What follows belongs to an exercise in optimizing a design on an open flow for small area and a short achievable clock period; a production flow would make more cautious choices.
In this exercise RTL edits were held to simulation tests only and were not proved equivalent to the original.
Power and IR drop assume default switching activity.

==> flow/design.v, too long to show whole: its modules and the start of the top module <==
// module full_add: 10 lines
// module half_add: 9 lines
// module half_add1: 9 lines
// module x2: 3 lines
// module xn2: 3 lines
// module an2: 3 lines
// module or2: 3 lines
// module inv1: 3 lines
// module maj: 3 lines
// module aoi_cell: 3 lines
// module oai_cell: 3 lines
// module nand_cell: 3 lines
// module nor_cell: 3 lines
// module fa_fast: 6 lines
// module ha_fast: 4 lines
// module booth_enc: 12 lines
// module booth_pp: 10 lines
// module booth_ppn: 10 lines
// module booth8_enc: 20 lines
// module booth8_pp: 14 lines
// module booth8_ppn: 14 lines
// module multiply: 3629 lines
module multiply(
    input wire clk,
    input wire resetn,
    input wire[31:0] A,
    input wire[31:0] B,
    input wire sign,
    output wire[63:0] result
);
  // ...
==> flow/flow/run.sh <==
#!/bin/bash
# Own layout flow: the standard synthesis, then every combinational cell set to
# its smallest drive strength (registers untouched), then the standard layout,
# whose repair steps size cells up again where timing needs it.
set -euo pipefail
here=$(pwd)
res=$here/orfs/results/$FLOW_PLATFORM/multiply/base
bash standard.sh synth > $here/log_synth.txt 2>&1
cp $res/1_2_yosys.v $here/1_2_yosys.orig.v
python3 $here/flow/downsize.py $FLOW_HOME/platforms/$FLOW_PLATFORM/lib/sky130_fd_sc_hd__tt_025C_1v80.lib \
    $here/1_2_yosys.orig.v $res/1_2_yosys.v > $here/log_downsize.txt 2>&1
# make the netlist newer than its sources so only the later steps rerun
touch $res/1_2_yosys.v $res/1_2_yosys.sdc
bash standard.sh "BUFFER_PORTS_ARGS=-buffer_cell sky130_fd_sc_hd__buf_1" finish > $here/log_layout.txt 2>&1
==> flow/flow/downsize.py <==
#!/usr/bin/env python3
"""Set each combinational cell of a mapped netlist to the smallest drive strength
of its kind that the library has (registers and special cells untouched)."""
import re, sys
lib, src, dst = sys.argv[1:4]
cells = set(re.findall(r'cell\s*\(\s*"?(sky130_fd_sc_hd__\w+)"?\s*\)', open(lib).read()))
keep = re.compile(r'sky130_fd_sc_hd__(df|edf|sdf|sedf|dl|conb|clk|tap|fill|decap|diode|probe|lpflow)')
text = open(src).read()
count = {}
def repl(m):
    name = m.group(0)
    if keep.match(name):
        return name
    mm = re.match(r'(sky130_fd_sc_hd__\w+?)_(\d+)$', name)
    if not mm:
        return name
    base, size = mm.group(1), int(mm.group(2))
    for s in (1,):
        cand = f"{base}_{s}"
        if s < size and cand in cells:
            count[name] = count.get(name, 0) + 1
            return cand
    return name
out = re.sub(r'sky130_fd_sc_hd__\w+', repl, text)
open(dst, 'w').write(out)
for k, v in sorted(count.items(), key=lambda x: -x[1]):
    print(k, v)
==> flow/standard.sh <==
#!/bin/bash
# synth_recipe.tcl (not shown) runs the flow's synth.tcl, then flattens the netlist and writes it again
# the make line also repeats each setting of config.mk as NAME=value (left out here)
make -C /OpenROAD-flow-scripts/flow DESIGN_CONFIG=/design/flow/config.mk WORK_HOME=/design/flow/orfs CLKGATE_MAP_FILE= SYNTH_SCRIPT=/design/flow/synth_recipe.tcl "${@:-finish}"
==> flow/config.mk <==
export PLATFORM = sky130hd
export DESIGN_NAME = multiply
export DESIGN_NICKNAME = multiply
export VERILOG_FILES = /design/flow/design.v
export SDC_FILE = /design/flow/constraint.sdc
export NUM_CORES = 4
export LEC_CHECK = 0
export CAP_MARGIN = 20
export CORE_MARGIN = 2
export CORE_UTILIZATION = 55
export PLACE_DENSITY = 0.68
export SETUP_SLACK_MARGIN = 1.5
export SLEW_MARGIN = 20
export SYNTH_HIERARCHICAL = 1
==> flow/constraint.sdc <==
create_clock -name core_clock -period 6.5 [get_ports {clk}]
set_input_delay 1.3000 -clock core_clock [delete_from_list [all_inputs] [get_ports {clk}]]
set_output_delay 1.3000 -clock core_clock [all_outputs]
set_load 0.01 [all_outputs]
==> summary.txt, run 1 <==
Worst setup path
  – Slowest-stage cell, CP: xor2_2
  – CP Launch Point: B[21]
  – CP Data Required Time: 6.91 ns
  – CP Class: in2reg
  – CP Max Fanout: 15
  – CP cell instances: clkbuf_2, xor2_2, buf_4, buf_4, a22oi_1, xnor2_1, fa_1, fa_1, fa_1, maj3_1

Finish
  – Multi-input gate count: 2469
  – Final Net Count: 3450
  – Data buffer area share: 0.0527
  – Layout cells sized above 1: 0.0781
  – Multi-input logic area: 23800 um2
  – Non-CTS inverters: 89
  – Diode count: 2
  – Seq area share: 0.109
  – Final Instance Area: 30500 um2
  – Layout area overhead: 12.6%

Route
  – TritonRoute pass-1 iters: 7
  – Drt initial violations: 2567
  – Vias per Instance: 6.39

Global route
  – Routing usage on met3: 0.0907
  – Overflow after GRT: 0
  – First-pass GRT wire length: 138000 um

Floorplanning
  – Height of the die: 226 um
  – Taps Inserted: 664
  – Row cnt: 81
  – Io pins: 131

Place
  – Detailed placer's ending HPWL: 63200 um
  – # port buffers: 129

STA
  – Fin crit share: 0.753
  – Min cycle time layout: 4.90 ns
  – Final Hold Viols: 0
  – Actual slew at the worst max-slew pin: 1.19 ns
  – Slew Limit Fails: 0
  – Final setup viols: 0

Power and ir drop
  – Combinational power share: 0.841
  – P_clk: 1110 uW
  – Clock power share: 0.056
  – Pleak: 0.0113 uW

Clock tree
  – Clock slew seen by the registers of the worst setup and hold paths: 0.08 ns
  – Root buffer cell: clkbuf_16

Min path
  – Worst Hold Class: in2reg
  – Worst Hold Launch: A[31]

Outcome
  – Status: complete, no violations

Synth
  – Cell count after synthesis: 2738
==> run 2: changes to the inputs <==
--- a/flow/design.v
+++ b/flow/design.v
@@ -1732,4 +1732,104 @@
     wire s951;
     wire c952;
+    wire s953;
+    wire c954;
+    wire s955;
+    wire c956;
+    wire s957;
+    wire c958;
+    wire s959;
+    wire c960;
+    wire s961;
+    wire c962;
+    wire s963;
+    wire c964;
+    wire s965;
+    wire c966;
+    wire s967;
+    wire c968;
+    wire s969;
+    wire c970;
+    wire s971;
+    wire c972;
+    wire s973;
+    wire c974;
+    wire s975;
+    wire c976;
+    wire s977;
+    wire c978;
+    wire s979;
+    wire c980;
+    wire s981;
+    wire c982;
+    wire s983;
+    wire c984;
+    wire s985;
+    wire c986;
+    wire s987;
+    wire c988;
+    wire s989;
+    wire c990;
+    wire s991;
+    wire c992;
+    wire s993;
+    wire c994;
+    wire s995;
+    wire c996;
+    wire s997;
+    wire c998;
+    wire s999;
+    wire c1000;
+    wire s1001;
+    wire c1002;
+    wire s1003;
+    wire c1004;
+    wire s1005;
+    wire c1006;
+    wire s1007;
+    wire c1008;
+    wire s1009;
+    wire c1010;
+    wire s1011;
+    wire c1012;
+    wire s1013;
+    wire c1014;
+    wire s1015;
+    wire c1016;
+    wire s1017;
+    wire c1018;
+    wire s1019;
+    wire c1020;
+    wire s1021;
+    wire c1022;
+    wire s1023;
+    wire c1024;
+    wire s1025;
+    wire c1026;
+    wire s1027;
+    wire c1028;
+    wire s1029;
+    wire c1030;
+    wire s1031;
+    wire c1032;
+    wire s1033;
+    wire c1034;
+    wire s1035;
+    wire c1036;
+    wire s1037;
+    wire c1038;
+    wire s1039;
+    wire c1040;
+    wire s1041;
+    wire c1042;
+    wire s1043;
+    wire c1044;
+    wire s1045;
+    wire c1046;
+    wire s1047;
+    wire c1048;
+    wire s1049;
+    wire c1050;
+    wire s1051;
+    wire c1052;
     wire a32 = A[31] & sign;
     wire b32 = B[31] & sign;
@@ -2345,5 +2445,5 @@
     fa_fast add16 (.a(pp0_31), .b(pp1_29), .ci(pp2_27), .co(c34), .s(s33));
     fa_fast add17 (.a(pp3_25), .b(pp4_23), .ci(pp5_21), .co(c36), .s(s35));
-    full_add add18 (.a(pp6_19), .b(pp7_17), .ci(pp8_15), .co(c38), .s(s37));
+    fa_fast add18 (.a(pp6_19), .b(pp7_17), .ci(pp8_15), .co(c38), .s(s37));
     half_add add19 (.a(pp9_13), .b(pp10_11), .co(c40), .s(s39));
     fa_fast add20 (.a(pp16_0), .b(pp0_32), .ci(pp1_30), .co(c42), .s(s41));
@@ -2378,5 +2478,5 @@
     full_add add49 (.a(pp5_29), .b(pp6_27), .ci(pp7_25), .co(c100), .s(s99));
     half_add1 add50 (.a(pp16_8), .b(pp4_32), .co(c102), .s(s101));
-    ha_fast add51 (.a(pp5_30), .b(pp6_28), .co(c104), .s(s103));
+    half_add add51 (.a(pp5_30), .b(pp6_28), .co(c104), .s(s103));
     full_add add52 (.a(pp16_9), .b(pp4_33), .ci(pp5_31), .co(c106), .s(s105));
     assign s107 = ~pp16_10;
@@ -2413,5 +2513,5 @@
     full_add add83 (.a(pp7_12), .b(pp8_10), .ci(pp9_8), .co(c168), .s(s167));
     full_add add84 (.a(pp10_6), .b(pp11_4), .ci(pp12_2), .co(c170), .s(s169));
-    full_add add85 (.a(pp13_0), .b(c4), .ci(s7), .co(c172), .s(s171));
+    fa_fast add85 (.a(pp13_0), .b(c4), .ci(s7), .co(c172), .s(s171));
     full_add add86 (.a(pp5_17), .b(pp6_15), .ci(pp7_13), .co(c174), .s(s173));
     full_add add87 (.a(pp8_11), .b(pp9_9), .ci(pp10_7), .co(c176), .s(s175));
@@ -2443,5 +2543,5 @@
     fa_fast add113 (.a(c48), .b(s51), .ci(s53), .co(c228), .s(s227));
     full_add add114 (.a(pp13_8), .b(pp14_6), .ci(pp15_4), .co(c230), .s(s229));
-    full_add add115 (.a(c50), .b(c58), .ci(s59), .co(c232), .s(s231));
+    fa_fast add115 (.a(c50), .b(c58), .ci(s59), .co(c232), .s(s231));
     fa_fast add116 (.a(s67), .b(c52), .ci(c54), .co(c234), .s(s233));
     fa_fast add117 (.a(c56), .b(s61), .ci(s63), .co(c236), .s(s235));
@@ -2456,9 +2556,9 @@
     full_add add126 (.a(pp10_17), .b(pp11_15), .ci(pp12_13), .co(c254), .s(s253));
     full_add add127 (.a(pp13_11), .b(pp14_9), .ci(pp15_7), .co(c256), .s(s255));
-    full_add add128 (.a(c78), .b(c84), .ci(c80), .co(c258), .s(s257));
+    fa_fast add128 (.a(c78), .b(c84), .ci(c80), .co(c258), .s(s257));
     fa_fast add129 (.a(c82), .b(s85), .ci(s87), .co(c260), .s(s259));
     full_add add130 (.a(pp9_20), .b(pp10_18), .ci(pp11_16), .co(c262), .s(s261));
     full_add add131 (.a(pp12_14), .b(pp13_12), .ci(pp14_10), .co(c264), .s(s263));
-    full_add add132 (.a(pp15_8), .b(s91), .ci(s95), .co(c266), .s(s265));
+    fa_fast add132 (.a(pp15_8), .b(s91), .ci(s95), .co(c266), .s(s265));
     full_add add133 (.a(c86), .b(c88), .ci(c90), .co(c268), .s(s267));
     full_add add134 (.a(pp8_23), .b(pp9_21), .ci(pp10_19), .co(c270), .s(s269));
@@ -2473,5 +2573,5 @@
     full_add add143 (.a(pp9_23), .b(pp10_21), .ci(pp11_19), .co(c288), .s(s287));
     full_add add144 (.a(pp12_17), .b(pp13_15), .ci(pp14_13), .co(c290), .s(s289));
-    full_add add145 (.a(pp15_11), .b(c104), .ci(c102), .co(c292), .s(s291));
+    full_add add145 (.a(pp15_11), .b(c102), .ci(c104), .co(c292), .s(s291));
     full_add add146 (.a(s107), .b(pp5_32), .ci(pp6_30), .co(c294), .s(s293));
     full_add add147 (.a(pp7_28), .b(pp8_26), .ci(pp9_24), .co(c296), .s(s295));
@@ -2543,5 +2643,5 @@
     full_add add212 (.a(c158), .b(c160), .ci(c162), .co(c426), .s(s425));
     full_add add213 (.a(s165), .b(s167), .ci(s169), .co(c428), .s(s427));
-    fa_fast add214 (.a(s5), .b(c164), .ci(s171), .co(c430), .s(s429));
+    full_add add214 (.a(s5), .b(c164), .ci(s171), .co(c430), .s(s429));
     full_add add215 (.a(c166), .b(c168), .ci(c170), .co(c432), .s(s431));
     full_add add216 (.a(s173), .b(s175), .ci(s177), .co(c434), .s(s433));
@@ -2553,32 +2653,32 @@
     full_add add222 (.a(s191), .b(s21), .ci(c186), .co(c446), .s(s445));
     fa_fast add223 (.a(s193), .b(c188), .ci(s195), .co(c448), .s(s447));
-    full_add add224 (.a(c190), .b(c192), .ci(s197), .co(c450), .s(s449));
+    fa_fast add224 (.a(c190), .b(c192), .ci(s197), .co(c450), .s(s449));
     full_add add225 (.a(s199), .b(s29), .ci(c194), .co(c452), .s(s451));
     fa_fast add226 (.a(c196), .b(s201), .ci(s203), .co(c454), .s(s453));
-    full_add add227 (.a(c198), .b(c200), .ci(s205), .co(c456), .s(s455));
+    fa_fast add227 (.a(c198), .b(c200), .ci(s205), .co(c456), .s(s455));
     full_add add228 (.a(s37), .b(s207), .ci(c202), .co(c458), .s(s457));
     fa_fast add229 (.a(c204), .b(s209), .ci(s211), .co(c460), .s(s459));
-    full_add add230 (.a(c206), .b(s215), .ci(s213), .co(c462), .s(s461));
+    fa_fast add230 (.a(c206), .b(s215), .ci(s213), .co(c462), .s(s461));
     fa_fast add231 (.a(s47), .b(c208), .ci(c210), .co(c464), .s(s463));
     fa_fast add232 (.a(c212), .b(s217), .ci(s219), .co(c466), .s(s465));
-    full_add add233 (.a(c214), .b(s221), .ci(s55), .co(c468), .s(s467));
-    full_add add234 (.a(c216), .b(s223), .ci(c218), .co(c470), .s(s469));
+    fa_fast add233 (.a(c214), .b(s221), .ci(s55), .co(c468), .s(s467));
+    fa_fast add234 (.a(c216), .b(s223), .ci(c218), .co(c470), .s(s469));
     fa_fast add235 (.a(c220), .b(s225), .ci(s227), .co(c472), .s(s471));
-    full_add add236 (.a(c222), .b(s229), .ci(s65), .co(c474), .s(s473));
-    fa_fast add237 (.a(c224), .b(c226), .ci(s231), .co(c476), .s(s475));
+    fa_fast add236 (.a(c222), .b(s229), .ci(s65), .co(c474), .s(s473));
+    fa_fast add237 (.a(s231), .b(c224), .ci(c226), .co(c476), .s(s475));
     fa_fast add238 (.a(c228), .b(s233), .ci(s235), .co(c478), .s(s477));
-    full_add add239 (.a(c230), .b(s237), .ci(s75), .co(c480), .s(s479));
+    fa_fast add239 (.a(c230), .b(s237), .ci(s75), .co(c480), .s(s479));
     full_add add240 (.a(c232), .b(c234), .ci(s239), .co(c482), .s(s481));
     fa_fast add241 (.a(c236), .b(s241), .ci(s243), .co(c484), .s(s483));
-    full_add add242 (.a(c238), .b(s245), .ci(s81), .co(c486), .s(s485));
+    fa_fast add242 (.a(c238), .b(s245), .ci(s81), .co(c486), .s(s485));
     fa_fast add243 (.a(s247), .b(c240), .ci(c242), .co(c488), .s(s487));
     fa_fast add244 (.a(c244), .b(s249), .ci(s251), .co(c490), .s(s489));
-    full_add add245 (.a(c246), .b(s253), .ci(s255), .co(c492), .s(s491));
+    fa_fast add245 (.a(c246), .b(s253), .ci(s255), .co(c492), .s(s491));
     fa_fast add246 (.a(s89), .b(c248), .ci(s257), .co(c494), .s(s493));
     fa_fast add247 (.a(c250), .b(c252), .ci(s259), .co(c496), .s(s495));
-    full_add add248 (.a(c254), .b(c256), .ci(s261), .co(c498), .s(s497));
+    fa_fast add248 (.a(c254), .b(c256), .ci(s261), .co(c498), .s(s497));
     fa_fast add249 (.a(s263), .b(s93), .ci(s265), .co(c500), .s(s499));
     fa_fast add250 (.a(c258), .b(c260), .ci(s267), .co(c502), .s(s501));
-    full_add add251 (.a(c262), .b(c264), .ci(s269), .co(c504), .s(s503));
+    fa_fast add251 (.a(c262), .b(c264), .ci(s269), .co(c504), .s(s503));
     full_add add252 (.a(s273), .b(s271), .ci(s99), .co(c506), .s(s505));
     fa_fast add253 (.a(c266), .b(c268), .ci(s275), .co(c508), .s(s507));
@@ -2588,5 +2688,5 @@
     full_add add257 (.a(c278), .b(c280), .ci(c282), .co(c516), .s(s515));
     full_add add258 (.a(s285), .b(s287), .ci(s289), .co(c518), .s(s517));
-    full_add add259 (.a(s105), .b(s291), .ci(c284), .co(c520), .s(s519));
+    full_add add259 (.a(s105), .b(c284), .ci(s291), .co(c520), .s(s519));
     full_add add260 (.a(c286), .b(c288), .ci(c290), .co(c522), .s(s521));
     full_add add261 (.a(c106), .b(s293), .ci(s295), .co(c524), .s(s523));
@@ -2667,39 +2767,39 @@
     full_add add335 (.a(c414), .b(c416), .ci(c418), .co(c672), .s(s671));
     full_add add336 (.a(s419), .b(s423), .ci(s421), .co(c674), .s(s673));
-    full_add add337 (.a(c420), .b(c422), .ci(c424), .co(c676), .s(s675));
-    full_add add338 (.a(s425), .b(s427), .ci(s429), .co(c678), .s(s677));
+    fa_fast add337 (.a(c420), .b(c422), .ci(c424), .co(c676), .s(s675));
+    fa_fast add338 (.a(s425), .b(s427), .ci(s429), .co(c678), .s(s677));
     full_add add339 (.a(c426), .b(c428), .ci(s431), .co(c680), .s(s679));
-    full_add add340 (.a(s433), .b(s435), .ci(c430), .co(c682), .s(s681));
+    full_add add340 (.a(s433), .b(c430), .ci(s435), .co(c682), .s(s681));
     full_add add341 (.a(c432), .b(c434), .ci(s437), .co(c684), .s(s683));
     full_add add342 (.a(s439), .b(s441), .ci(c436), .co(c686), .s(s685));
     full_add add343 (.a(c438), .b(c440), .ci(s443), .co(c688), .s(s687));
     full_add add344 (.a(s445), .b(c442), .ci(s447), .co(c690), .s(s689));
-    full_add add345 (.a(c444), .b(c446), .ci(s449), .co(c692), .s(s691));
-    fa_fast add346 (.a(s451), .b(c448), .ci(s453), .co(c694), .s(s693));
-    fa_fast add347 (.a(c450), .b(s455), .ci(c452), .co(c696), .s(s695));
+    fa_fast add345 (.a(s449), .b(c444), .ci(c446), .co(c692), .s(s691));
+    full_add add346 (.a(s451), .b(c448), .ci(s453), .co(c694), .s(s693));
+    fa_fast add347 (.a(s455), .b(c450), .ci(c452), .co(c696), .s(s695));
     fa_fast add348 (.a(s457), .b(c454), .ci(s459), .co(c698), .s(s697));
     fa_fast add349 (.a(c456), .b(s461), .ci(s463), .co(c700), .s(s699));
-    fa_fast add350 (.a(c458), .b(c460), .ci(s465), .co(c702), .s(s701));
+    full_add add350 (.a(c458), .b(c460), .ci(s465), .co(c702), .s(s701));
     fa_fast add351 (.a(c462), .b(s467), .ci(c464), .co(c704), .s(s703));
-    fa_fast add352 (.a(s469), .b(c466), .ci(s471), .co(c706), .s(s705));
+    full_add add352 (.a(s469), .b(c466), .ci(s471), .co(c706), .s(s705));
     fa_fast add353 (.a(c468), .b(s473), .ci(c470), .co(c708), .s(s707));
-    fa_fast add354 (.a(s475), .b(c472), .ci(s477), .co(c710), .s(s709));
+    full_add add354 (.a(s475), .b(c472), .ci(s477), .co(c710), .s(s709));
     fa_fast add355 (.a(c474), .b(s479), .ci(c476), .co(c712), .s(s711));
     fa_fast add356 (.a(s481), .b(c478), .ci(s483), .co(c714), .s(s713));
     fa_fast add357 (.a(c480), .b(s485), .ci(s487), .co(c716), .s(s715));
-    fa_fast add358 (.a(c482), .b(c484), .ci(s489), .co(c718), .s(s717));
+    full_add add358 (.a(c482), .b(c484), .ci(s489), .co(c718), .s(s717));
     fa_fast add359 (.a(c486), .b(s491), .ci(s493), .co(c720), .s(s719));
     full_add add360 (.a(c488), .b(c490), .ci(s495), .co(c722), .s(s721));
-    fa_fast add361 (.a(c492), .b(s497), .ci(s499), .co(c724), .s(s723));
-    fa_fast add362 (.a(c494), .b(c496), .ci(s501), .co(c726), .s(s725));
-    fa_fast add363 (.a(c498), .b(s503), .ci(s505), .co(c728), .s(s727));
+    fa_fast add361 (.a(s497), .b(c492), .ci(s499), .co(c724), .s(s723));
+    full_add add362 (.a(c494), .b(c496), .ci(s501), .co(c726), .s(s725));
+    fa_fast add363 (.a(s503), .b(c498), .ci(s505), .co(c728), .s(s727));
     full_add add364 (.a(c500), .b(s507), .ci(c502), .co(c730), .s(s729));
     full_add add365 (.a(c504), .b(c506), .ci(s509), .co(c732), .s(s731));
-    full_add add366 (.a(s511), .b(s513), .ci(c508), .co(c734), .s(s733));
+    fa_fast add366 (.a(s511), .b(c508), .ci(s513), .co(c734), .s(s733));
     full_add add367 (.a(c510), .b(c512), .ci(s515), .co(c736), .s(s735));
     full_add add368 (.a(s517), .b(c514), .ci(s519), .co(c738), .s(s737));
     full_add add369 (.a(c516), .b(c518), .ci(s521), .co(c740), .s(s739));
     full_add add370 (.a(s523), .b(s525), .ci(c520), .co(c742), .s(s741));
-    full_add add371 (.a(c522), .b(c524), .ci(s527), .co(c744), .s(s743));
+    fa_fast add371 (.a(c522), .b(c524), .ci(s527), .co(c744), .s(s743));
     full_add add372 (.a(s529), .b(c526), .ci(s531), .co(c746), .s(s745));
     full_add add373 (.a(c530), .b(s533), .ci(c528), .co(c748), .s(s747));
@@ -2758,28 +2858,28 @@
     full_add add425 (.a(c664), .b(s667), .ci(c666), .co(c852), .s(s851));
     full_add add426 (.a(c668), .b(c670), .ci(s671), .co(c854), .s(s853));
-    fa_fast add427 (.a(c672), .b(c674), .ci(s675), .co(c856), .s(s855));
-    full_add add428 (.a(s679), .b(c676), .ci(c678), .co(c858), .s(s857));
+    full_add add427 (.a(c672), .b(s675), .ci(c674), .co(c856), .s(s855));
+    fa_fast add428 (.a(c676), .b(s679), .ci(c678), .co(c858), .s(s857));
     fa_fast add429 (.a(c680), .b(s683), .ci(c682), .co(c860), .s(s859));
     fa_fast add430 (.a(c684), .b(s687), .ci(c686), .co(c862), .s(s861));
-    fa_fast add431 (.a(c688), .b(s691), .ci(c690), .co(c864), .s(s863));
+    fa_fast add431 (.a(s691), .b(c688), .ci(c690), .co(c864), .s(s863));
     fa_fast add432 (.a(c692), .b(s695), .ci(c694), .co(c866), .s(s865));
     fa_fast add433 (.a(c696), .b(s699), .ci(c698), .co(c868), .s(s867));
     fa_fast add434 (.a(c700), .b(s703), .ci(c702), .co(c870), .s(s869));
-    fa_fast add435 (.a(c704), .b(s707), .ci(c706), .co(c872), .s(s871));
+    fa_fast add435 (.a(s707), .b(c704), .ci(c706), .co(c872), .s(s871));
     fa_fast add436 (.a(s711), .b(c708), .ci(c710), .co(c874), .s(s873));
     fa_fast add437 (.a(s715), .b(c712), .ci(c714), .co(c876), .s(s875));
-    fa_fast add438 (.a(c716), .b(s719), .ci(c718), .co(c878), .s(s877));
-    fa_fast add439 (.a(c720), .b(s723), .ci(c722), .co(c880), .s(s879));
-    fa_fast add440 (.a(c724), .b(s727), .ci(c726), .co(c882), .s(s881));
+    fa_fast add438 (.a(s719), .b(c716), .ci(c718), .co(c878), .s(s877));
+    fa_fast add439 (.a(s723), .b(c720), .ci(c722), .co(c880), .s(s879));
+    fa_fast add440 (.a(s727), .b(c724), .ci(c726), .co(c882), .s(s881));
     fa_fast add441 (.a(c728), .b(s731), .ci(c730), .co(c884), .s(s883));
     fa_fast add442 (.a(c732), .b(s735), .ci(c734), .co(c886), .s(s885));
     fa_fast add443 (.a(c736), .b(s739), .ci(s741), .co(c888), .s(s887));
     fa_fast add444 (.a(c740), .b(s743), .ci(s745), .co(c890), .s(s889));
-    full_add add445 (.a(s747), .b(c744), .ci(c746), .co(c892), .s(s891));
+    fa_fast add445 (.a(c744), .b(s747), .ci(c746), .co(c892), .s(s891));
     full_add add446 (.a(c748), .b(s751), .ci(c750), .co(c894), .s(s893));
     full_add add447 (.a(c752), .b(s755), .ci(c754), .co(c896), .s(s895));
     full_add add448 (.a(s759), .b(c756), .ci(c758), .co(c898), .s(s897));
     full_add add449 (.a(c760), .b(s763), .ci(c762), .co(c900), .s(s899));
-    full_add add450 (.a(s767), .b(c764), .ci(s769), .co(c902), .s(s901));
+    fa_fast add450 (.a(s767), .b(c764), .ci(s769), .co(c902), .s(s901));
     full_add add451 (.a(c768), .b(s771), .ci(s773), .co(c904), .s(s903));
     full_add add452 (.a(c772), .b(s775), .ci(s777), .co(c906), .s(s905));
@@ -2808,10 +2908,60 @@
     full_add add474 (.a(s621), .b(c826), .ci(s827), .co(c950), .s(s949));
     full_add add475 (.a(s625), .b(c828), .ci(s829), .co(c952), .s(s951));
+    full_add add476 (.a(s629), .b(c830), .ci(s831), .co(c954), .s(s953));
+    full_add add477 (.a(s633), .b(c832), .ci(s833), .co(c956), .s(s955));
+    full_add add478 (.a(c834), .b(s637), .ci(s835), .co(c958), .s(s957));
+    full_add add479 (.a(c836), .b(s641), .ci(s837), .co(c960), .s(s959));
+    full_add add480 (.a(s645), .b(c838), .ci(s839), .co(c962), .s(s961));
+    full_add add481 (.a(s649), .b(c840), .ci(s841), .co(c964), .s(s963));
+    full_add add482 (.a(s653), .b(c842), .ci(s843), .co(c966), .s(s965));
+    fa_fast add483 (.a(s657), .b(c844), .ci(s845), .co(c968), .s(s967));
+    fa_fast add484 (.a(s661), .b(c846), .ci(s847), .co(c970), .s(s969));
+    fa_fast add485 (.a(s665), .b(c848), .ci(s849), .co(c972), .s(s971));
+    fa_fast add486 (.a(s669), .b(c850), .ci(s851), .co(c974), .s(s973));
+    fa_fast add487 (.a(s673), .b(c852), .ci(s853), .co(c976), .s(s975));
+    fa_fast add488 (.a(s677), .b(c854), .ci(s855), .co(c978), .s(s977));
+    fa_fast add489 (.a(s681), .b(c856), .ci(s857), .co(c980), .s(s979));
+    fa_fast add490 (.a(s685), .b(c858), .ci(s859), .co(c982), .s(s981));
+    fa_fast add491 (.a(s689), .b(c860), .ci(s861), .co(c984), .s(s983));
+    fa_fast add492 (.a(s693), .b(s863), .ci(c862), .co(c986), .s(s985));
+    fa_fast add493 (.a(s697), .b(s865), .ci(c864), .co(c988), .s(s987));
+    fa_fast add494 (.a(s701), .b(s867), .ci(c866), .co(c990), .s(s989));
+    fa_fast add495 (.a(s705), .b(s869), .ci(c868), .co(c992), .s(s991));
+    fa_fast add496 (.a(s709), .b(s871), .ci(c870), .co(c994), .s(s993));
+    fa_fast add497 (.a(s713), .b(s873), .ci(c872), .co(c996), .s(s995));
+    fa_fast add498 (.a(s717), .b(s875), .ci(c874), .co(c998), .s(s997));
+    fa_fast add499 (.a(s721), .b(s877), .ci(c876), .co(c1000), .s(s999));
+    fa_fast add500 (.a(s725), .b(s879), .ci(c878), .co(c1002), .s(s1001));
+    fa_fast add501 (.a(s729), .b(s881), .ci(c880), .co(c1004), .s(s1003));
+    fa_fast add502 (.a(s733), .b(s883), .ci(c882), .co(c1006), .s(s1005));
+    fa_fast add503 (.a(s737), .b(s885), .ci(c884), .co(c1008), .s(s1007));
+    fa_fast add504 (.a(c738), .b(s887), .ci(c886), .co(c1010), .s(s1009));
+    fa_fast add505 (.a(c742), .b(s889), .ci(c888), .co(c1012), .s(s1011));
+    fa_fast add506 (.a(s749), .b(s891), .ci(c890), .co(c1014), .s(s1013));
+    fa_fast add507 (.a(s753), .b(c892), .ci(s893), .co(c1016), .s(s1015));
+    fa_fast add508 (.a(s757), .b(c894), .ci(s895), .co(c1018), .s(s1017));
+    fa_fast add509 (.a(s761), .b(c896), .ci(s897), .co(c1020), .s(s1019));
+    fa_fast add510 (.a(s765), .b(c898), .ci(s899), .co(c1022), .s(s1021));
+    full_add add511 (.a(c766), .b(s901), .ci(c900), .co(c1024), .s(s1023));
+    full_add add512 (.a(c770), .b(c902), .ci(s903), .co(c1026), .s(s1025));
+    full_add add513 (.a(c774), .b(s905), .ci(c904), .co(c1028), .s(s1027));
+    full_add add514 (.a(c778), .b(s907), .ci(c906), .co(c1030), .s(s1029));
+    full_add add515 (.a(s785), .b(c908), .ci(s909), .co(c1032), .s(s1031));
+    full_add add516 (.a(s789), .b(c910), .ci(s911), .co(c1034), .s(s1033));
+    full_add add517 (.a(c790), .b(c912), .ci(s913), .co(c1036), .s(s1035));
+    full_add add518 (.a(c794), .b(s915), .ci(c914), .co(c1038), .s(s1037));
+    full_add add519 (.a(c798), .b(s917), .ci(c916), .co(c1040), .s(s1039));
+    full_add add520 (.a(c802), .b(s919), .ci(c918), .co(c1042), .s(s1041));
+    full_add add521 (.a(s807), .b(s921), .ci(c920), .co(c1044), .s(s1043));
+    full_add add522 (.a(c808), .b(s923), .ci(c922), .co(c1046), .s(s1045));
+    full_add add523 (.a(pp15_31), .b(c924), .ci(s925), .co(c1048), .s(s1047));
+    full_add add524 (.a(s927), .b(pp15_32), .ci(c926), .co(c1050), .s(s1049));
+    full_add add525 (.a(c928), .b(pp16_31), .ci(pp15_33), .co(c1052), .s(s1051));
     wire [13:0] xl = {c950, c948, c946, c944, c942, c940, c938, c936, c934, c932, c930, s929, pp0_1, neg0};
     wire [13:0] yl = {s951, s949, s947, s945, s943, s941, s939, s937, s935, s933, s931, pp1_0, 1'b0, pp0_0};
     wire [14:0] lo = xl + yl;
     reg [14:0] rlo;
-    wire [150:0] up = {pp15_33, pp16_31, c928, pp15_32, s927, c926, pp15_31, s925, c924, c808, s923, c922, s807, s921, c920, c802, s919, c918, c798, s917, c916, c794, s915, c914, c790, s913, c912, s789, s911, c910, s785, s909, c908, c778, s907, c906, c774, s905, c904, c770, s903, c902, c766, s901, c900, s765, s899, c898, s761, s897, c896, s757, s895, c894, s753, s893, c892, s749, s891, c890, c742, s889, c888, c738, s887, c886, s737, s885, c884, s733, s883, c882, s729, s881, c880, s725, s879, c878, s721, s877, c876, s717, s875, c874, s713, s873, c872, s709, s871, c870, s705, s869, c868, s701, s867, c866, s697, s865, c864, s693, s863, c862, s689, s861, c860, s685, s859, c858, s681, s857, c856, s677, s855, c854, s673, s853, c852, s669, s851, c850, s665, s849, c848, s661, s847, c846, s657, s845, c844, s653, s843, c842, s649, s841, c840, s645, s839, c838, s641, s837, c836, s637, s835, c834, s633, s833, c832, s629, s831, c830, c952};
-    reg [150:0] rup;
+    wire [99:0] up = {s1051, c1050, s1049, c1048, s1047, c1046, s1045, c1044, s1043, c1042, s1041, c1040, s1039, c1038, s1037, c1036, s1035, c1034, s1033, c1032, s1031, c1030, s1029, c1028, s1027, c1026, s1025, c1024, s1023, c1022, s1021, c1020, s1019, c1018, s1017, c1016, s1015, c1014, s1013, c1012, s1011, c1010, s1009, c1008, s1007, c1006, s1005, c1004, s1003, c1002, s1001, c1000, s999, c998, s997, c996, s995, c994, s993, c992, s991, c990, s989, c988, s987, c986, s985, c984, s983, c982, s981, c980, s979, c978, s977, c976, s975, c974, s973, c972, s971, c970, s969, c968, s967, c966, s965, c964, s963, c962, s961, c960, s959, c958, s957, c956, s955, c954, s953, c952};
+    reg [99:0] rup;
     always @(posedge clk) begin
         rlo <= lo;
@@ -2819,104 +2969,4 @@
     end
     assign result[13:0] = rlo[13:0];
-    wire ps1, pc1;
-    fa_fast padd1 (.a(rup[0]), .b(rup[1]), .ci(rup[2]), .co(pc1), .s(ps1));
-    wire ps2, pc2;
-    fa_fast padd2 (.a(rup[4]), .b(rup[5]), .ci(rup[6]), .co(pc2), .s(ps2));
-    wire ps3, pc3;
-    fa_fast padd3 (.a(rup[7]), .b(rup[8]), .ci(rup[9]), .co(pc3), .s(ps3));
-    wire ps4, pc4;
-    fa_fast padd4 (.a(rup[10]), .b(rup[11]), .ci(rup[12]), .co(pc4), .s(ps4));
-    wire ps5, pc5;
-    fa_fast padd5 (.a(rup[13]), .b(rup[14]), .ci(rup[15]), .co(pc5), .s(ps5));
-    wire ps6, pc6;
-    fa_fast padd6 (.a(rup[16]), .b(rup[17]), .ci(rup[18]), .co(pc6), .s(ps6));
-    wire ps7, pc7;
-    fa_fast padd7 (.a(rup[19]), .b(rup[20]), .ci(rup[21]), .co(pc7), .s(ps7));
-    wire ps8, pc8;
-    fa_fast padd8 (.a(rup[22]), .b(rup[23]), .ci(rup[24]), .co(pc8), .s(ps8));
-    wire ps9, pc9;
-    fa_fast padd9 (.a(rup[25]), .b(rup[26]), .ci(rup[27]), .co(pc9), .s(ps9));
-    wire ps10, pc10;
-    fa_fast padd10 (.a(rup[28]), .b(rup[29]), .ci(rup[30]), .co(pc10), .s(ps10));
-    wire ps11, pc11;
-    fa_fast padd11 (.a(rup[31]), .b(rup[32]), .ci(rup[33]), .co(pc11), .s(ps11));
-    wire ps12, pc12;
-    fa_fast padd12 (.a(rup[34]), .b(rup[35]), .ci(rup[36]), .co(pc12), .s(ps12));
-    wire ps13, pc13;
-    fa_fast padd13 (.a(rup[37]), .b(rup[38]), .ci(rup[39]), .co(pc13), .s(ps13));
-    wire ps14, pc14;
-    fa_fast padd14 (.a(rup[40]), .b(rup[41]), .ci(rup[42]), .co(pc14), .s(ps14));
-    wire ps15, pc15;
-    fa_fast padd15 (.a(rup[43]), .b(rup[44]), .ci(rup[45]), .co(pc15), .s(ps15));
-    wire ps16, pc16;
-    fa_fast padd16 (.a(rup[46]), .b(rup[47]), .ci(rup[48]), .co(pc16), .s(ps16));
-    wire ps17, pc17;
-    fa_fast padd17 (.a(rup[49]), .b(rup[50]), .ci(rup[51]), .co(pc17), .s(ps17));
-    wire ps18, pc18;
-    fa_fast padd18 (.a(rup[52]), .b(rup[53]), .ci(rup[54]), .co(pc18), .s(ps18));
-    wire ps19, pc19;
-    fa_fast padd19 (.a(rup[55]), .b(rup[56]), .ci(rup[57]), .co(pc19), .s(ps19));
-    wire ps20, pc20;
-    fa_fast padd20 (.a(rup[58]), .b(rup[59]), .ci(rup[60]), .co(pc20), .s(ps20));
-    wire ps21, pc21;
-    fa_fast padd21 (.a(rup[61]), .b(rup[62]), .ci(rup[63]), .co(pc21), .s(ps21));
-    wire ps22, pc22;
-    fa_fast padd22 (.a(rup[64]), .b(rup[65]), .ci(rup[66]), .co(pc22), .s(ps22));
-    wire ps23, pc23;
-    fa_fast padd23 (.a(rup[67]), .b(rup[68]), .ci(rup[69]), .co(pc23), .s(ps23));
-    wire ps24, pc24;
-    fa_fast padd24 (.a(rup[70]), .b(rup[71]), .ci(rup[72]), .co(pc24), .s(ps24));
-    wire ps25, pc25;
-    fa_fast padd25 (.a(rup[73]), .b(rup[74]), .ci(rup[75]), .co(pc25), .s(ps25));
-    wire ps26, pc26;
-    fa_fast padd26 (.a(rup[76]), .b(rup[77]), .ci(rup[78]), .co(pc26), .s(ps26));
-    wire ps27, pc27;
-    fa_fast padd27 (.a(rup[79]), .b(rup[80]), .ci(rup[81]), .co(pc27), .s(ps27));
-    wire ps28, pc28;
-    fa_fast padd28 (.a(rup[82]), .b(rup[83]), .ci(rup[84]), .co(pc28), .s(ps28));
-    wire ps29, pc29;
-    fa_fast padd29 (.a(rup[85]), .b(rup[86]), .ci(rup[87]), .co(pc29), .s(ps29));
-    wire ps30, pc30;
-    fa_fast padd30 (.a(rup[88]), .b(rup[89]), .ci(rup[90]), .co(pc30), .s(ps30));
-    wire ps31, pc31;
-    fa_fast padd31 (.a(rup[91]), .b(rup[92]), .ci(rup[93]), .co(pc31), .s(ps31));
-    wire ps32, pc32;
-    fa_fast padd32 (.a(rup[94]), .b(rup[95]), .ci(rup[96]), .co(pc32), .s(ps32));
-    wire ps33, pc33;
-    fa_fast padd33 (.a(rup[97]), .b(rup[98]), .ci(rup[99]), .co(pc33), .s(ps33));
-    wire ps34, pc34;
-    fa_fast padd34 (.a(rup[100]), .b(rup[101]), .ci(rup[102]), .co(pc34), .s(ps34));
-    wire ps35, pc35;
-    fa_fast padd35 (.a(rup[103]), .b(rup[104]), .ci(rup[105]), .co(pc35), .s(ps35));
-    wire ps36, pc36;
-    fa_fast padd36 (.a(rup[106]), .b(rup[107]), .ci(rup[108]), .co(pc36), .s(ps36));
-    wire ps37, pc37;
-    fa_fast padd37 (.a(rup[109]), .b(rup[110]), .ci(rup[111]), .co(pc37), .s(ps37));
-    wire ps38, pc38;
-    fa_fast padd38 (.a(rup[112]), .b(rup[113]), .ci(rup[114]), .co(pc38), .s(ps38));
-    wire ps39, pc39;
-    fa_fast padd39 (.a(rup[115]), .b(rup[116]), .ci(rup[117]), .co(pc39), .s(ps39));
-    wire ps40, pc40;
-    fa_fast padd40 (.a(rup[118]), .b(rup[119]), .ci(rup[120]), .co(pc40), .s(ps40));
-    wire ps41, pc41;
-    fa_fast padd41 (.a(rup[121]), .b(rup[122]), .ci(rup[123]), .co(pc41), .s(ps41));
-    wire ps42, pc42;
-    fa_fast padd42 (.a(rup[124]), .b(rup[125]), .ci(rup[126]), .co(pc42), .s(ps42));
-    wire ps43, pc43;
-    fa_fast padd43 (.a(rup[127]), .b(rup[128]), .ci(rup[129]), .co(pc43), .s(ps43));
-    wire ps44, pc44;
-    fa_fast padd44 (.a(rup[130]), .b(rup[131]), .ci(rup[132]), .co(pc44), .s(ps44));
-    wire ps45, pc45;
-    fa_fast padd45 (.a(rup[133]), .b(rup[134]), .ci(rup[135]), .co(pc45), .s(ps45));
-    wire ps46, pc46;
-    fa_fast padd46 (.a(rup[136]), .b(rup[137]), .ci(rup[138]), .co(pc46), .s(ps46));
-    wire ps47, pc47;
-    fa_fast padd47 (.a(rup[139]), .b(rup[140]), .ci(rup[141]), .co(pc47), .s(ps47));
-    wire ps48, pc48;
-    fa_fast padd48 (.a(rup[142]), .b(rup[143]), .ci(rup[144]), .co(pc48), .s(ps48));
-    wire ps49, pc49;
-    fa_fast padd49 (.a(rup[145]), .b(rup[146]), .ci(rup[147]), .co(pc49), .s(ps49));
-    wire ps50, pc50;
-    fa_fast padd50 (.a(rup[148]), .b(rup[149]), .ci(rup[150]), .co(pc50), .s(ps50));
     wire fad_g0;
     wire fad_p0;
@@ -3322,104 +3372,104 @@
     wire fad_pinv6_31_49;
     wire fad_G6_49;
-    an2 fad_u1 (.a(ps1), .b(rup[3]), .y(fad_g0));
-    x2 fad_u2 (.a(ps1), .b(rup[3]), .y(fad_p0));
-    an2 fad_u3 (.a(pc1), .b(ps2), .y(fad_g1));
-    x2 fad_u4 (.a(pc1), .b(ps2), .y(fad_p1));
-    an2 fad_u5 (.a(pc2), .b(ps3), .y(fad_g2));
-    x2 fad_u6 (.a(pc2), .b(ps3), .y(fad_p2));
-    an2 fad_u7 (.a(pc3), .b(ps4), .y(fad_g3));
-    x2 fad_u8 (.a(pc3), .b(ps4), .y(fad_p3));
-    an2 fad_u9 (.a(pc4), .b(ps5), .y(fad_g4));
-    x2 fad_u10 (.a(pc4), .b(ps5), .y(fad_p4));
-    an2 fad_u11 (.a(pc5), .b(ps6), .y(fad_g5));
-    x2 fad_u12 (.a(pc5), .b(ps6), .y(fad_p5));
-    an2 fad_u13 (.a(pc6), .b(ps7), .y(fad_g6));
-    x2 fad_u14 (.a(pc6), .b(ps7), .y(fad_p6));
-    an2 fad_u15 (.a(pc7), .b(ps8), .y(fad_g7));
-    x2 fad_u16 (.a(pc7), .b(ps8), .y(fad_p7));
-    an2 fad_u17 (.a(pc8), .b(ps9), .y(fad_g8));
-    x2 fad_u18 (.a(pc8), .b(ps9), .y(fad_p8));
-    an2 fad_u19 (.a(pc9), .b(ps10), .y(fad_g9));
-    x2 fad_u20 (.a(pc9), .b(ps10), .y(fad_p9));
-    an2 fad_u21 (.a(pc10), .b(ps11), .y(fad_g10));
-    x2 fad_u22 (.a(pc10), .b(ps11), .y(fad_p10));
-    an2 fad_u23 (.a(pc11), .b(ps12), .y(fad_g11));
-    x2 fad_u24 (.a(pc11), .b(ps12), .y(fad_p11));
-    an2 fad_u25 (.a(pc12), .b(ps13), .y(fad_g12));
-    x2 fad_u26 (.a(pc12), .b(ps13), .y(fad_p12));
-    an2 fad_u27 (.a(pc13), .b(ps14), .y(fad_g13));
-    x2 fad_u28 (.a(pc13), .b(ps14), .y(fad_p13));
-    an2 fad_u29 (.a(pc14), .b(ps15), .y(fad_g14));
-    x2 fad_u30 (.a(pc14), .b(ps15), .y(fad_p14));
-    an2 fad_u31 (.a(pc15), .b(ps16), .y(fad_g15));
-    x2 fad_u32 (.a(pc15), .b(ps16), .y(fad_p15));
-    an2 fad_u33 (.a(pc16), .b(ps17), .y(fad_g16));
-    x2 fad_u34 (.a(pc16), .b(ps17), .y(fad_p16));
-    an2 fad_u35 (.a(pc17), .b(ps18), .y(fad_g17));
-    x2 fad_u36 (.a(pc17), .b(ps18), .y(fad_p17));
-    an2 fad_u37 (.a(pc18), .b(ps19), .y(fad_g18));
-    x2 fad_u38 (.a(pc18), .b(ps19), .y(fad_p18));
-    an2 fad_u39 (.a(pc19), .b(ps20), .y(fad_g19));
-    x2 fad_u40 (.a(pc19), .b(ps20), .y(fad_p19));
-    an2 fad_u41 (.a(pc20), .b(ps21), .y(fad_g20));
-    x2 fad_u42 (.a(pc20), .b(ps21), .y(fad_p20));
-    an2 fad_u43 (.a(pc21), .b(ps22), .y(fad_g21));
-    x2 fad_u44 (.a(pc21), .b(ps22), .y(fad_p21));
-    an2 fad_u45 (.a(pc22), .b(ps23), .y(fad_g22));
-    x2 fad_u46 (.a(pc22), .b(ps23), .y(fad_p22));
-    an2 fad_u47 (.a(pc23), .b(ps24), .y(fad_g23));
-    x2 fad_u48 (.a(pc23), .b(ps24), .y(fad_p23));
-    an2 fad_u49 (.a(pc24), .b(ps25), .y(fad_g24));
-    x2 fad_u50 (.a(pc24), .b(ps25), .y(fad_p24));
-    an2 fad_u51 (.a(pc25), .b(ps26), .y(fad_g25));
-    x2 fad_u52 (.a(pc25), .b(ps26), .y(fad_p25));
-    an2 fad_u53 (.a(pc26), .b(ps27), .y(fad_g26));
-    x2 fad_u54 (.a(pc26), .b(ps27), .y(fad_p26));
-    an2 fad_u55 (.a(pc27), .b(ps28), .y(fad_g27));
-    x2 fad_u56 (.a(pc27), .b(ps28), .y(fad_p27));
-    an2 fad_u57 (.a(pc28), .b(ps29), .y(fad_g28));
-    x2 fad_u58 (.a(pc28), .b(ps29), .y(fad_p28));
-    an2 fad_u59 (.a(pc29), .b(ps30), .y(fad_g29));
-    x2 fad_u60 (.a(pc29), .b(ps30), .y(fad_p29));
-    an2 fad_u61 (.a(pc30), .b(ps31), .y(fad_g30));
-    x2 fad_u62 (.a(pc30), .b(ps31), .y(fad_p30));
-    an2 fad_u63 (.a(pc31), .b(ps32), .y(fad_g31));
-    x2 fad_u64 (.a(pc31), .b(ps32), .y(fad_p31));
-    an2 fad_u65 (.a(pc32), .b(ps33), .y(fad_g32));
-    x2 fad_u66 (.a(pc32), .b(ps33), .y(fad_p32));
-    an2 fad_u67 (.a(pc33), .b(ps34), .y(fad_g33));
-    x2 fad_u68 (.a(pc33), .b(ps34), .y(fad_p33));
-    an2 fad_u69 (.a(pc34), .b(ps35), .y(fad_g34));
-    x2 fad_u70 (.a(pc34), .b(ps35), .y(fad_p34));
-    an2 fad_u71 (.a(pc35), .b(ps36), .y(fad_g35));
-    x2 fad_u72 (.a(pc35), .b(ps36), .y(fad_p35));
-    an2 fad_u73 (.a(pc36), .b(ps37), .y(fad_g36));
-    x2 fad_u74 (.a(pc36), .b(ps37), .y(fad_p36));
-    an2 fad_u75 (.a(pc37), .b(ps38), .y(fad_g37));
-    x2 fad_u76 (.a(pc37), .b(ps38), .y(fad_p37));
-    an2 fad_u77 (.a(pc38), .b(ps39), .y(fad_g38));
-    x2 fad_u78 (.a(pc38), .b(ps39), .y(fad_p38));
-    an2 fad_u79 (.a(pc39), .b(ps40), .y(fad_g39));
-    x2 fad_u80 (.a(pc39), .b(ps40), .y(fad_p39));
-    an2 fad_u81 (.a(pc40), .b(ps41), .y(fad_g40));
-    x2 fad_u82 (.a(pc40), .b(ps41), .y(fad_p40));
-    an2 fad_u83 (.a(pc41), .b(ps42), .y(fad_g41));
-    x2 fad_u84 (.a(pc41), .b(ps42), .y(fad_p41));
-    an2 fad_u85 (.a(pc42), .b(ps43), .y(fad_g42));
-    x2 fad_u86 (.a(pc42), .b(ps43), .y(fad_p42));
-    an2 fad_u87 (.a(pc43), .b(ps44), .y(fad_g43));
-    x2 fad_u88 (.a(pc43), .b(ps44), .y(fad_p43));
-    an2 fad_u89 (.a(pc44), .b(ps45), .y(fad_g44));
-    x2 fad_u90 (.a(pc44), .b(ps45), .y(fad_p44));
-    an2 fad_u91 (.a(pc45), .b(ps46), .y(fad_g45));
-    x2 fad_u92 (.a(pc45), .b(ps46), .y(fad_p45));
-    an2 fad_u93 (.a(pc46), .b(ps47), .y(fad_g46));
-    x2 fad_u94 (.a(pc46), .b(ps47), .y(fad_p46));
-    an2 fad_u95 (.a(pc47), .b(ps48), .y(fad_g47));
-    x2 fad_u96 (.a(pc47), .b(ps48), .y(fad_p47));
-    an2 fad_u97 (.a(pc48), .b(ps49), .y(fad_g48));
-    x2 fad_u98 (.a(pc48), .b(ps49), .y(fad_p48));
-    an2 fad_u99 (.a(pc49), .b(ps50), .y(fad_g49));
-    x2 fad_u100 (.a(pc49), .b(ps50), .y(fad_p49));
+    an2 fad_u1 (.a(rup[0]), .b(rup[1]), .y(fad_g0));
+    x2 fad_u2 (.a(rup[0]), .b(rup[1]), .y(fad_p0));
+    an2 fad_u3 (.a(rup[2]), .b(rup[3]), .y(fad_g1));
+    x2 fad_u4 (.a(rup[2]), .b(rup[3]), .y(fad_p1));
+    an2 fad_u5 (.a(rup[4]), .b(rup[5]), .y(fad_g2));
+    x2 fad_u6 (.a(rup[4]), .b(rup[5]), .y(fad_p2));
+    an2 fad_u7 (.a(rup[6]), .b(rup[7]), .y(fad_g3));
+    x2 fad_u8 (.a(rup[6]), .b(rup[7]), .y(fad_p3));
+    an2 fad_u9 (.a(rup[8]), .b(rup[9]), .y(fad_g4));
+    x2 fad_u10 (.a(rup[8]), .b(rup[9]), .y(fad_p4));
+    an2 fad_u11 (.a(rup[10]), .b(rup[11]), .y(fad_g5));
+    x2 fad_u12 (.a(rup[10]), .b(rup[11]), .y(fad_p5));
+    an2 fad_u13 (.a(rup[12]), .b(rup[13]), .y(fad_g6));
+    x2 fad_u14 (.a(rup[12]), .b(rup[13]), .y(fad_p6));
+    an2 fad_u15 (.a(rup[14]), .b(rup[15]), .y(fad_g7));
+    x2 fad_u16 (.a(rup[14]), .b(rup[15]), .y(fad_p7));
+    an2 fad_u17 (.a(rup[16]), .b(rup[17]), .y(fad_g8));
+    x2 fad_u18 (.a(rup[16]), .b(rup[17]), .y(fad_p8));
+    an2 fad_u19 (.a(rup[18]), .b(rup[19]), .y(fad_g9));
+    x2 fad_u20 (.a(rup[18]), .b(rup[19]), .y(fad_p9));
+    an2 fad_u21 (.a(rup[20]), .b(rup[21]), .y(fad_g10));
+    x2 fad_u22 (.a(rup[20]), .b(rup[21]), .y(fad_p10));
+    an2 fad_u23 (.a(rup[22]), .b(rup[23]), .y(fad_g11));
+    x2 fad_u24 (.a(rup[22]), .b(rup[23]), .y(fad_p11));
+    an2 fad_u25 (.a(rup[24]), .b(rup[25]), .y(fad_g12));
+    x2 fad_u26 (.a(rup[24]), .b(rup[25]), .y(fad_p12));
+    an2 fad_u27 (.a(rup[26]), .b(rup[27]), .y(fad_g13));
+    x2 fad_u28 (.a(rup[26]), .b(rup[27]), .y(fad_p13));
+    an2 fad_u29 (.a(rup[28]), .b(rup[29]), .y(fad_g14));
+    x2 fad_u30 (.a(rup[28]), .b(rup[29]), .y(fad_p14));
+    an2 fad_u31 (.a(rup[30]), .b(rup[31]), .y(fad_g15));
+    x2 fad_u32 (.a(rup[30]), .b(rup[31]), .y(fad_p15));
+    an2 fad_u33 (.a(rup[32]), .b(rup[33]), .y(fad_g16));
+    x2 fad_u34 (.a(rup[32]), .b(rup[33]), .y(fad_p16));
+    an2 fad_u35 (.a(rup[34]), .b(rup[35]), .y(fad_g17));
+    x2 fad_u36 (.a(rup[34]), .b(rup[35]), .y(fad_p17));
+    an2 fad_u37 (.a(rup[36]), .b(rup[37]), .y(fad_g18));
+    x2 fad_u38 (.a(rup[36]), .b(rup[37]), .y(fad_p18));
+    an2 fad_u39 (.a(rup[38]), .b(rup[39]), .y(fad_g19));
+    x2 fad_u40 (.a(rup[38]), .b(rup[39]), .y(fad_p19));
+    an2 fad_u41 (.a(rup[40]), .b(rup[41]), .y(fad_g20));
+    x2 fad_u42 (.a(rup[40]), .b(rup[41]), .y(fad_p20));
+    an2 fad_u43 (.a(rup[42]), .b(rup[43]), .y(fad_g21));
+    x2 fad_u44 (.a(rup[42]), .b(rup[43]), .y(fad_p21));
+    an2 fad_u45 (.a(rup[44]), .b(rup[45]), .y(fad_g22));
+    x2 fad_u46 (.a(rup[44]), .b(rup[45]), .y(fad_p22));
+    an2 fad_u47 (.a(rup[46]), .b(rup[47]), .y(fad_g23));
+    x2 fad_u48 (.a(rup[46]), .b(rup[47]), .y(fad_p23));
+    an2 fad_u49 (.a(rup[48]), .b(rup[49]), .y(fad_g24));
+    x2 fad_u50 (.a(rup[48]), .b(rup[49]), .y(fad_p24));
+    an2 fad_u51 (.a(rup[50]), .b(rup[51]), .y(fad_g25));
+    x2 fad_u52 (.a(rup[50]), .b(rup[51]), .y(fad_p25));
+    an2 fad_u53 (.a(rup[52]), .b(rup[53]), .y(fad_g26));
+    x2 fad_u54 (.a(rup[52]), .b(rup[53]), .y(fad_p26));
+    an2 fad_u55 (.a(rup[54]), .b(rup[55]), .y(fad_g27));
+    x2 fad_u56 (.a(rup[54]), .b(rup[55]), .y(fad_p27));
+    an2 fad_u57 (.a(rup[56]), .b(rup[57]), .y(fad_g28));
+    x2 fad_u58 (.a(rup[56]), .b(rup[57]), .y(fad_p28));
+    an2 fad_u59 (.a(rup[58]), .b(rup[59]), .y(fad_g29));
+    x2 fad_u60 (.a(rup[58]), .b(rup[59]), .y(fad_p29));
+    an2 fad_u61 (.a(rup[60]), .b(rup[61]), .y(fad_g30));
+    x2 fad_u62 (.a(rup[60]), .b(rup[61]), .y(fad_p30));
+    an2 fad_u63 (.a(rup[62]), .b(rup[63]), .y(fad_g31));
+    x2 fad_u64 (.a(rup[62]), .b(rup[63]), .y(fad_p31));
+    an2 fad_u65 (.a(rup[64]), .b(rup[65]), .y(fad_g32));
+    x2 fad_u66 (.a(rup[64]), .b(rup[65]), .y(fad_p32));
+    an2 fad_u67 (.a(rup[66]), .b(rup[67]), .y(fad_g33));
+    x2 fad_u68 (.a(rup[66]), .b(rup[67]), .y(fad_p33));
+    an2 fad_u69 (.a(rup[68]), .b(rup[69]), .y(fad_g34));
+    x2 fad_u70 (.a(rup[68]), .b(rup[69]), .y(fad_p34));
+    an2 fad_u71 (.a(rup[70]), .b(rup[71]), .y(fad_g35));
+    x2 fad_u72 (.a(rup[70]), .b(rup[71]), .y(fad_p35));
+    an2 fad_u73 (.a(rup[72]), .b(rup[73]), .y(fad_g36));
+    x2 fad_u74 (.a(rup[72]), .b(rup[73]), .y(fad_p36));
+    an2 fad_u75 (.a(rup[74]), .b(rup[75]), .y(fad_g37));
+    x2 fad_u76 (.a(rup[74]), .b(rup[75]), .y(fad_p37));
+    an2 fad_u77 (.a(rup[76]), .b(rup[77]), .y(fad_g38));
+    x2 fad_u78 (.a(rup[76]), .b(rup[77]), .y(fad_p38));
+    an2 fad_u79 (.a(rup[78]), .b(rup[79]), .y(fad_g39));
+    x2 fad_u80 (.a(rup[78]), .b(rup[79]), .y(fad_p39));
+    an2 fad_u81 (.a(rup[80]), .b(rup[81]), .y(fad_g40));
+    x2 fad_u82 (.a(rup[80]), .b(rup[81]), .y(fad_p40));
+    an2 fad_u83 (.a(rup[82]), .b(rup[83]), .y(fad_g41));
+    x2 fad_u84 (.a(rup[82]), .b(rup[83]), .y(fad_p41));
+    an2 fad_u85 (.a(rup[84]), .b(rup[85]), .y(fad_g42));
+    x2 fad_u86 (.a(rup[84]), .b(rup[85]), .y(fad_p42));
+    an2 fad_u87 (.a(rup[86]), .b(rup[87]), .y(fad_g43));
+    x2 fad_u88 (.a(rup[86]), .b(rup[87]), .y(fad_p43));
+    an2 fad_u89 (.a(rup[88]), .b(rup[89]), .y(fad_g44));
+    x2 fad_u90 (.a(rup[88]), .b(rup[89]), .y(fad_p44));
+    an2 fad_u91 (.a(rup[90]), .b(rup[91]), .y(fad_g45));
+    x2 fad_u92 (.a(rup[90]), .b(rup[91]), .y(fad_p45));
+    an2 fad_u93 (.a(rup[92]), .b(rup[93]), .y(fad_g46));
+    x2 fad_u94 (.a(rup[92]), .b(rup[93]), .y(fad_p46));
+    an2 fad_u95 (.a(rup[94]), .b(rup[95]), .y(fad_g47));
+    x2 fad_u96 (.a(rup[94]), .b(rup[95]), .y(fad_p47));
+    an2 fad_u97 (.a(rup[96]), .b(rup[97]), .y(fad_g48));
+    x2 fad_u98 (.a(rup[96]), .b(rup[97]), .y(fad_p48));
+    an2 fad_u99 (.a(rup[98]), .b(rup[99]), .y(fad_g49));
+    x2 fad_u100 (.a(rup[98]), .b(rup[99]), .y(fad_p49));
     aoi_cell fad_u101 (.g(fad_g0), .p(fad_p0), .gi(rlo[14]), .y(fad_g0c));
     inv1 fad_u102 (.a(fad_g0c), .y(fad_g0ct));
==> flow/run.sh (new file) <==
#!/bin/bash
# synth_recipe.tcl (not shown) runs the flow's synth.tcl, then flattens the netlist and writes it again
# the make line also repeats each setting of config.mk as NAME=value (left out here)
make -C /OpenROAD-flow-scripts/flow DESIGN_CONFIG=/design/flow/config.mk WORK_HOME=/design/flow/orfs CLKGATE_MAP_FILE= SYNTH_SCRIPT=/design/flow/synth_recipe.tcl finish
--- a/flow/config.mk
+++ b/flow/config.mk
@@ -8,7 +8,7 @@
 export CAP_MARGIN = 20
 export CORE_MARGIN = 2
-export CORE_UTILIZATION = 55
-export PLACE_DENSITY = 0.68
-export SETUP_SLACK_MARGIN = 1.5
+export CORE_UTILIZATION = 50
+export PLACE_DENSITY = 0.65
+export SETUP_SLACK_MARGIN = 2.3
 export SLEW_MARGIN = 20
 export SYNTH_HIERARCHICAL = 1
removed: flow/flow/run.sh
removed: flow/flow/downsize.py
removed: flow/standard.sh
==> run 2 against run 1 <==
  * Still clean
  * Global-route usage is 3.8 points higher
  * Synthesized area up 8.7%
  * Sequential share of layout area decreased by 5.4 points
  * Cell count rose by 11%
  * Synthesized cell count fell by 2.3%
  * Sequential power is 18% lower
  * Die area grew 19%
  * Sequential cell count is 51 lower
  * Critical path depth up 3
  * Via count rose by 11%
  * Largest power group unchanged
  * Highest routed layer unchanged
==> summary.txt, run 2 <==
Power and ir drop
  – Pleak: 0.0153 uW (was 0.0113 uW)
  – Reg power frac: 0.067 (was 0.104)
  – Net Sw Frac: 0.480 (was 0.537)
  – Int Power: 13300 uW (was 9290 uW)
  – Power per cell area: 616 nW/um2 (was 657 nW/um2)
  – P_sw: 12300 uW (was 10800 uW)
  – Worst VDD drop: 0.548 mV (was 0.876 mV)
  – Combinational power share: 0.888 (was 0.841)
  – Clock power share: 0.046 (was 0.056)

Synth
  – Commonest register cell after synthesis: dfxtp_1
  – Cell taking the most area after synthesis: a22oi_2
  – Cell count after synthesis: 2675 (was 2738)
  – Synth Register Bits: 115
  – List of most frequent post-synthesis cells: 571 x xnor2_1, 544 x a22oi_2, 398 x xor2_1, 326 x fa_1, 143 x maj3_2
  – Async S/R FF share, synth: 0
  – Count leader, synth: xnor2_1
  – Post-synth EDFFs: 0
  – Synth top area share: 0.231
  – Synth warn: 7 (unchanged)
  – Post-synthesis sequential area ratio: 0.0781
  – Syn avg cell area: 11.0 um2 (was 9.90 um2)
  – Distinct cells, synth: 36
  – Cell Area, Synth: 29500 um2 (was 27100 um2)
  – Largest cells by area after synthesis: a22oi_2 23%, fa_1 22%, xnor2_1 17%

Clock tree
  – H-tree level count: 4 (unchanged)
  – Hold Buf Count CTS: 0 (unchanged)
  – Clk buf depth: 2 (unchanged)
  – Clock buffers created by TritonCTS: 17 (unchanged)
  – Clock Sinks: 115 (was 166)
  – CTS tree: built (unchanged)
  – Root buffer cell: clkbuf_16 (unchanged)
  – Clock slew seen by the registers of the worst setup and hold paths: 0.06 ns (was 0.08 ns)

Finish
  – Layout Utilization: 0.710 (was 0.625)
  – Largest register FFs: 100 (was 151)
  – Most common cell after layout, fill and taps aside: a22oi_2 (was xnor2_1)
  – Top reg by flops: rup (unchanged)
  – Largest regs: rup x100, rlo x15 (was rup x151, rlo x15)
  – Most frequent cells in the layout: 544 x a22oi_2, 436 x xnor2_1, 310 x buf_4, 284 x xor2_1, 179 x fa_2 (was 571 x xnor2_1, 545 x a22oi_1, 394 x xor2_1, 320 x fa_1, 165 x dfxtp_1)
  – Layout area overhead: 41.4% (was 12.6%)
  – Final Net Count: 3770 (was 3450)
  – Layout cells sized above 1: 0.582 (was 0.0781)
  – Diode count: 0 (was 2)
  – Non-filler instance count after layout: 4108 (was 3688)

Route
  – WL/cell: 29.3 um (was 24.2 um)
  – Vias per Instance: 6.39 (about the same)
  – Drt initial violations: 2640 (was 2567)
  – TritonRoute pass-1 iters: 7 (unchanged)
  – Routed Antenna Nets: 0 (unchanged)
  – DRC violations left: 0 (unchanged)
  – Final wirelength: 120000 um (was 89100 um)
  – Total number of vias: 26235 (was 23561)

Worst setup path
  – CP Data Required Time: 6.88 ns (was 6.91 ns)
  – Arr. time, crit path: 4.84 ns (was 5.31 ns)
  – CP cell instances: buf_8, nand2b_4, o22ai_4, buf_12, buf_12, buf_16, buf_4, a22oi_2, xnor2_1, fa_2, fa_1, fa_1, fa_2 (was clkbuf_2, xor2_2, buf_4, buf_4, a22oi_1, xnor2_1, fa_1, fa_1, fa_1, maj3_1)
  – Crit path largest cell delay: 0.62 ns (was 0.69 ns)
  – CP Max Fanout: 6 (was 15)
  – CP Class: in2reg (unchanged)
  – Critical Path End Type: flop (unchanged)
  – Setup crit start kind: input pin (unchanged)
  – Slowest-stage cell, CP: fa_1 (was xor2_2)

STA
  – Unrepaired setup endpoints after global routing: yes (unchanged)
  – Min cycle time layout: 4.46 ns (was 4.90 ns)
  – Slew Limit Fails: 0 (unchanged)
  – Final Hold Viols: 0 (unchanged)
  – Hold Slack: 1.40 ns (was 1.51 ns)
  – Actual slew at the worst max-slew pin: 0.716 ns (was 1.19 ns)
  – Final setup viols: 0 (unchanged)
  – Setup tns final: 0 ns (unchanged)
  – Max Fclk: 224 MHz (was 204 MHz)
  – Relative slew slack: 0.522 (was 0.204)
  – Fin crit share: 0.687 (was 0.753)

Min path
  – Worst Hold Class: in2reg (unchanged)
  – WHS Endpoint: rup[97] (was rup[149])
  – Worst Hold Launch: B[31] (was A[31])
  – Hold depth: 3 (unchanged)

Floorplanning
  – Row cnt: 89 (was 81)
  – Io pins: 131 (unchanged)
  – Core area: 58700 um2 (was 48800 um2)
  – Initial Utilization: 0.502 (was 0.555)
  – Die span in x: 247 um (was 226 um)
  – Die ar.: 60900 um2 (was 51100 um2)
  – Height of the die: 247 um (was 226 um)

Global route
  – Vias in the first global route: 27619 (was 24314)
  – Overflow after GRT: 0 (unchanged)
  – First-pass GRT wire length: 176000 um (was 138000 um)
  – Largest net degree at the start of global routing: 37 (was 39)
  – Initial antenna violation count: 1 (was 3)
  – GRT Util Overall: 0.393 (was 0.356)

Outcome
  – Status: complete, no violations (unchanged)

Place
  – Detailed placer's ending HPWL: 67800 um (was 63200 um)
  – # port buffers: 129 (unchanged)
  – Placed Cells: 3700 (was 3633)
  – Final RePlAce weighted congestion: 0.888 (was 0.924)

Run
  – Maxcap violations: 0 (unchanged)
run 2: logic make-up after synthesis:
| kind of cell | after synthesis | synth area share |
|---|---|---|
| AO/OA/AOI/OAI | 723 | 0.278 |
| XOR/XNOR | 969 | 0.288 |
| adder cells (fa/ha/maj) | 524 | 0.299 |
| buffers and inverters | 122 | 0.0194 |
| flip-flops | 115 | 0.0781 |
| other | 1 | 0.000127 |
| AND/OR/NAND/NOR | 221 | 0.0376 |
run 2: what timing repair did:
| item | in CTS | in global routing |
|---|---|---|
| buffers inserted | 264 | 77 |
| resized for setup | 567 | 249 |
| endpoints found under the setup margin | 143 | 117 |
| pin swaps | 381 | 291 |
| cloned | 33 | 2 |
run 2: how the worst max path moves through the flow:
stage,startpoint,to,depth (start not counted)
after global routing,B[8],rup[9],13
after floorplan,B[6],rlo[13],13
final,B[8],rup[9],13
after global placement,B[0],rlo[13],15
after detailed placement,B[0],rlo[13],15
after CTS,rup[1],result[47],16
run 2: power by group through the flow:
stage | Combinational, uW | Sequential, uW | Clock [uW]
2_1_floorplan | 13900 | 1590 | 0
3_3_place_gp | 18600 | 1640 | 0
3_5_place_dp | 19000 | 1650 | 0
4_1_cts | 21300 | 1700 | 1190
5_1_grt | 24500 | 1750 | 1210
6_report | 22800 | 1710 | 1180
run 2: Yosys stat by module, one instance, submodules excluded, a selection:
module	cells	cell area (um2)	flops+latches
x2	1	8.76	0
nor_cell	1	3.75	0
nand_cell	1	3.75	0
booth_pp	2	21.3	0
or2	1	6.26	0
booth_ppn	2	21.3	0
inv1	1	3.75	0
aoi_cell	1	8.76	0
booth_enc	5	38.8	0
half_add	1	12.5	0
an2	1	6.26	0
multiply	245	3220	115
xn2	1	8.76	0
run 2: layer usage:
metal	share of wire	up-vias	global-route usage
li1	-	10692	-
met1	0.37	13296	0.479
met2	0.44	1704	0.604
met3	0.12	541	0.124
met4	0.070	2	0.245
met5	0.00052	-	0
run 2: layout make-up:
class	count	area [um2]
timing repair buffer	639	7400
fill	3948	17000
inverter	89	354
multi-input combinational	2460	30000
clock buffer	20	467
sequential	115	2300
tap	773	967
clock inverter	12	225
run 2: metrics by stage:
stage | power, uW | cell area, um2 | setup WS, ns
floorplan | 15500 | 30600 | 1.40
global placement | 20300 | 33700 | 0.810
detailed placement | 20600 | 33700 | 0.766
CTS | 24200 | 40000 | 2.16
global route | 27500 | 41700 | 1.95
finish | 25700 | 41700 | 2.04
run 2: critical path: cells and delay by family:
kind / cells / cell delay [ns]
adder cells (fa/ha/maj): 4 / 2.04
XOR/XNOR: 1 / 0.35
AND/OR/NAND/NOR: 1 / 0.15
AO/OA/AOI/OAI: 2 / 0.30
buffers and inverters: 5 / 0.71

-- separate check: timing with driven ports --
No port has a modelled driver above. Below, the same layouts with a new extraction and two added sets of constraints.
Step 1 sets driving cells, clkbuf_16 on the clock port and buf_2 on the other inputs (assumed; they add their load-dependent delay and slew).
Step 2 adds t to the input delays and takes it off the output delays; t is the mean of the earliest and latest rising clock arrival at the registers after step 1. Input paths then give back, and output paths get back, about the clock's delay inside the block.
a / b / c = no drivers / after step 1 / after step 2; a / b = the first two.
run	shift t [ns]	slack for setup (ns)	worst hold slack (ns)
run 1	0.586	1.604 / 1.624 / 1.055	1.506 / 1.469 / 1.716
run 2	0.559	2.035 / 2.063 / 1.504	1.398 / 1.371 / 1.931
After both steps every run listed still meets setup and hold. The setup slack of run 1, which loses most, moves by +0.020 ns with the drivers and by -0.549 ns with both steps.
